Source: an optimization exercise on an open RTL-to-GDS flow (aim: small area and a short achievable clock period). Production flows keep margins and buffers that such runs may drop.
At most, simulation tests tie the RTL to the original design; equivalence was not proved.
No driver is modelled on the clock port, so clock power and skew are understated where the tree is cut down; a real chip needs a root buffer or a tree.

Setup of the previous run:
// FFT64
module FFT64 #(
    parameter width = 16
) (
    input                           clk,
    input                           rst_n,
    input                           di_en,
    input       signed  [width-1:0] di_re,
    input       signed  [width-1:0] di_img,
    output reg                      do_en,
    output reg  signed  [width-1:0] do_re,
    output reg  signed  [width-1:0] do_img
);
reg  [15:0] l1_re [0:31];
reg  [15:0] l1_im [0:31];
reg  [15:0] o1_re, o1_im;
reg  [15:0] l2_re [0:15];
reg  [15:0] l2_im [0:15];
reg  [15:0] o2_re, o2_im;
reg  [15:0] l3_re [0:7];
reg  [15:0] l3_im [0:7];
reg  [15:0] o3_re, o3_im;
reg  [15:0] l4_re [0:3];
reg  [15:0] l4_im [0:3];
reg  [15:0] o4_re, o4_im;
reg  [15:0] l5_re [0:1];
reg  [15:0] l5_im [0:1];
reg  [15:0] o5_re, o5_im;
reg  [15:0] l6_re [0:0];
reg  [15:0] l6_im [0:0];
reg  [15:0] o6_re, o6_im;
reg  [15:0] ba_re [0:30];
reg  [15:0] ba_im [0:30];
reg  [15:0] bb_re [0:13];
reg  [15:0] bb_im [0:13];
reg  [15:0] bc_re [0:3];
reg  [15:0] bc_im [0:3];
reg        started, f1;
reg [5:0]  cnt;
always @(posedge clk or negedge rst_n) begin
    if (!rst_n) begin
        started <= 1'b0;
        cnt     <= 6'd0;
        f1      <= 1'b0;
    end else begin
        started <= started | di_en;
        if (started) cnt <= cnt + 6'd1;
        if (started && cnt == 6'd63) f1 <= 1'b1;
    end
end
always @(posedge clk) begin
    do_en <= rst_n & (do_en | (f1 && cnt == 6'd54));
end
reg [15:0] in_re, in_img;
always @(posedge clk) begin
    in_re  <= di_re;
    in_img <= di_img;
end
reg [5:0] c1, c2;
always @(posedge clk or negedge rst_n) begin
    if (!rst_n) begin
        c1 <= 6'd0;
        c2 <= 6'd1;
    end else begin
        c1 <= (started | di_en) ? c1 + 6'd1 : 6'd0;
        c2 <= started ? c2 + 6'd1 : (di_en ? 6'd2 : 6'd1);
    end
end
  ...
For scale: ~11,000 cells after synthesis, ~4,100 flip-flops.
Settings: LEC_CHECK=0, CAP_MARGIN=20, CORE_MARGIN=2, CORE_UTILIZATION=40, SLEW_MARGIN=20, SYNTH_HIERARCHICAL=1, SYNTH_MINIMUM_KEEP_SIZE=0; clock period 11.0 ns.
standard.sh (not shown) runs the stock make flow with config.mk's settings and CLKGATE_MAP_FILE= SYNTH_SCRIPT=/design/flow/synth_recipe.tcl, a recipe that flattens the netlist after the stock synthesis.
==> flow/flow/run.sh <==
#!/bin/bash
# Standard ORFS flow (the standard.sh) with a tighter timing-repair target
# and plain buffers on the ports. Each tool's output is logged in this folder.
bash standard.sh SETUP_SLACK_MARGIN=7.3 "BUFFER_PORTS_ARGS=-buffer_cell sky130_fd_sc_hd__buf_2" finish > standard.log 2>&1
The following lists how the current run was set up differently from the previous run:
==> flow/flow/run.sh <==
#!/bin/bash
# Standard ORFS flow (the standard.sh) with a tighter timing-repair target,
# plain buffers on the ports and larger clock-tree sink clusters.
bash standard.sh SETUP_SLACK_MARGIN=7.3 "BUFFER_PORTS_ARGS=-buffer_cell sky130_fd_sc_hd__buf_2" CTS_CLUSTER_SIZE=20 CTS_CLUSTER_DIAMETER=80 finish > standard.log 2>&1
--- outcome ---
- Share of synthesized cell area in and, or, nand and nor gates came out exactly the same in the previous run and the current run.
- [the current run vs the previous run] number of clock buffers in the layout: lower in the current run
- First-iteration DRC count on the current run is behind the previous run.
- Route | the current run vs the previous run | wire shorter in the current run
- The first-pass GRT wire length of the current run was superior to that of the previous run.
- The previous run → the current run: end-of-flow core utilization has decreased; total global-route track usage decreased 0.27 points; cell area down 4.4%; final period utilization did not really move.
No run of this note included a check of the RTL's function; only the layout flow was run.

* * *

## v36
Another version of the RTL of FFT64 (not shown whole).
For scale: about 10000 cells after synthesis, roughly 4200 flip-flops, about 0.13 mm2 of cells after synthesis.
export LEC_CHECK = 0
export CAP_MARGIN = 20
export CORE_MARGIN = 2
export CORE_UTILIZATION = 55
export SLEW_MARGIN = 20
export SYNTH_HIERARCHICAL = 1
export SYNTH_MINIMUM_KEEP_SIZE = 0
create_clock -name core_clock -period 11.0 [get_ports {clk}]
==> flow/flow/run.sh <==
#!/bin/bash
# Layout flow: the standard ORFS flow (standard.sh, unchanged synthesis)
# with these changes to how the layout is made:
#  - timing repair aims at 7.65 ns of setup slack (the clock stays 11 ns),
#  - the port buffers are plain buf_2 cells,
#  - the clock tree is the balanced three-level tree of flow/cts_tree.tcl
#    (hooked in by flow/cts_hook.tcl) instead of TritonCTS's.
# The whole output of the flow goes to standard.log in this folder.
bash standard.sh SETUP_SLACK_MARGIN=7.65 \
  "BUFFER_PORTS_ARGS=-buffer_cell sky130_fd_sc_hd__buf_2" \
  "PRE_CTS_TCL=$PWD/flow/cts_hook.tcl" \
  finish > standard.log 2>&1
==> flow/flow/cts_hook.tcl <==
# Sourced by ORFS's cts.tcl before clock tree synthesis (PRE_CTS_TCL).
# Replaces TritonCTS with the tree of cts_tree.tcl (cts_build2): the
# flip-flops are cut recursively at the median of their placement into leaf
# groups of at most 32 within 80 um half-perimeter, each driven by a
# clkbuf_16; the leaves are grouped the same way under mid-level clkbuf_16s
# (8 leaves each), and those under 4 root clkbuf_16s that the clock port
# drives. Every flip-flop sees three buffers. The rest of cts.tcl
# (legalisation, timing repair) runs as usual.
source [file join [file dirname [info script]] cts_tree.tcl]
rename clock_tree_synthesis tritoncts_clock_tree_synthesis
proc clock_tree_synthesis {args} {
  cts_build2 4 8 32 80 sky130_fd_sc_hd__clkbuf_16
}
Other scripts of this flow, unchanged in this note and not shown: flow/flow/cts_tree.tcl
Edits applied to the flow inputs when going from v36 to v56:
diff --git a/flow/flow/run.sh b/flow/flow/run.sh
--- a/flow/flow/run.sh
+++ b/flow/flow/run.sh
@@ -3,3 +3,3 @@
 # with these changes to how the layout is made:
-#  - timing repair aims at 7.65 ns of setup slack (the clock stays 11 ns),
+#  - timing repair aims at 7.75 ns of setup slack (the clock stays 11 ns),
 #  - the port buffers are plain buf_2 cells,
@@ -8,3 +8,3 @@
 # The whole output of the flow goes to standard.log in this folder.
-bash standard.sh SETUP_SLACK_MARGIN=7.65 \
+bash standard.sh SETUP_SLACK_MARGIN=7.75 \
   "BUFFER_PORTS_ARGS=-buffer_cell sky130_fd_sc_hd__buf_2" \
diff --git a/flow/flow/cts_hook.tcl b/flow/flow/cts_hook.tcl
--- a/flow/flow/cts_hook.tcl
+++ b/flow/flow/cts_hook.tcl
@@ -3,3 +3,3 @@
 # flip-flops are cut recursively at the median of their placement into leaf
-# groups of at most 32 within 80 um half-perimeter, each driven by a
+# groups of at most 40 within 90 um half-perimeter, each driven by a
 # clkbuf_16; the leaves are grouped the same way under mid-level clkbuf_16s
@@ -11,3 +11,3 @@
 proc clock_tree_synthesis {args} {
-  cts_build2 4 8 32 80 sky130_fd_sc_hd__clkbuf_16
+  cts_build2 4 8 40 90 sky130_fd_sc_hd__clkbuf_16
 }
Findings:
Endpoint of the most critical setup path = do_re[11]: v56; endpoint of the most critical setup path = do_img[11]: v36
v56 — met2 track demand over resource in global routing 0.19 points lower, v36 as reference
Changes observed in v56 relative to v36: number of top-level pins held steady, area of all sequential standard cells flat, total track usage down 0.17 points.
Inputs modified between v56 and v23:
diff --git a/flow/flow/run.sh b/flow/flow/run.sh
--- a/flow/flow/run.sh
+++ b/flow/flow/run.sh
@@ -3,3 +3,3 @@
 # with these changes to how the layout is made:
-#  - timing repair aims at 7.75 ns of setup slack (the clock stays 11 ns),
+#  - timing repair aims at 7.65 ns of setup slack (the clock stays 11 ns),
 #  - the port buffers are plain buf_2 cells,
Having completed the whole flow, v23 delivered a layout that passed the timing, DRC and antenna checks. v56 and v23 ended up with nearly the same ratio of final minimum period to clock period. v23 vs. v56: number of flip-flops and latches closely matched the old numbers, proportion of cell area occupied by registers has remained practically unchanged. From v56 to v23, area growth from synthesis to final layout did not move at all. Re register area: no difference whatsoever between v23 and v56.
Input-level comparison between v31 and v23:
diff --git a/flow/flow/run.sh b/flow/flow/run.sh
--- a/flow/flow/run.sh
+++ b/flow/flow/run.sh
@@ -8,3 +8,3 @@
 # The whole output of the flow goes to standard.log in this folder.
-bash standard.sh SETUP_SLACK_MARGIN=7.75 \
+bash standard.sh SETUP_SLACK_MARGIN=7.55 \
   "BUFFER_PORTS_ARGS=-buffer_cell sky130_fd_sc_hd__buf_2" \
Results
v31 | stages: all done | timing, DRC, antenna: all pass
v31 ended up with my_re_c6$_DFF_P_ as its end of the critical path; v23 ended up with do_re[11].
The detailed-routed wire length on met3 was comparable across v31 and v23.
| critical path depth | higher: v31 |
The worst slack on hold paths was comparable across v31 and v23.
Worst-skew pair later-pin latency delta for v31 relative to v23: 0.03 ns lower
[v31] first-pass iteration count of the detailed router rose 1 relative to v23
#### Input delta (v34 over v31)
diff --git a/flow/flow/run.sh b/flow/flow/run.sh
--- a/flow/flow/run.sh
+++ b/flow/flow/run.sh
@@ -8,3 +8,3 @@
 # The whole output of the flow goes to standard.log in this folder.
-bash standard.sh SETUP_SLACK_MARGIN=7.55 \
+bash standard.sh SETUP_SLACK_MARGIN=7.65 \
   "BUFFER_PORTS_ARGS=-buffer_cell sky130_fd_sc_hd__buf_2" \
## What came out
- v34 went all the way through synthesis, placement and routing and the layout is clean on timing, DRC and antenna.
- Re required time of the critical path: v31 and v34 aren't equal, and the lower value belongs to v34.
- The minimum setup slack in the final design reported for v34 is greater than that of v31 by 0.075 ns.
- Relative to v31, v34 improves register-to-register slack.
- From v31 to v34, number of hold violations in the final report did not move at all.
- Clock skew across v31 and v34: no real change.
- The maximum clock frequency of v34 is higher than that of v31.
- Aggregate routed wire length of v34 is on par with v31.
- Die area: v34 vs v31 identical
No run of this note takes its clock network from TritonCTS; it comes from the design's own scripts or RTL.

port drivers added, routing unchanged:
No port has a modelled driver above. Below, the same layouts with a new extraction and two added sets of constraints.
Step 1 assumes that a clkbuf_16 drives the clock port and a buf_2 every other input.
Step 2 moves the port delays by t, midway between the first and last clock arrival at a register: inputs arrive t later, outputs are due t later. That takes back most of the time a late clock gives input paths.
Three values: ideal ports, drivers, drivers and shift; two values: the first two.
run	shift t [ns]	setup WS [ns]	worst data-port slew with drivers (ns)
the previous run	1.022	7.369 / 7.288 / 7.369	0.08
the current run	1.004	7.385 / 7.292 / 7.385	0.08
v36	0.836	7.693 / 7.491 / 7.726	0.11
v56	0.799	7.724 / 7.527 / 7.804	0.12
v23	0.799	7.724 / 7.527 / 7.804	0.12
v31	0.787	7.618 / 7.487 / 7.618	0.11
v34	0.787	7.693 / 7.497 / 7.719	0.11
After both steps every run listed still meets setup and hold.
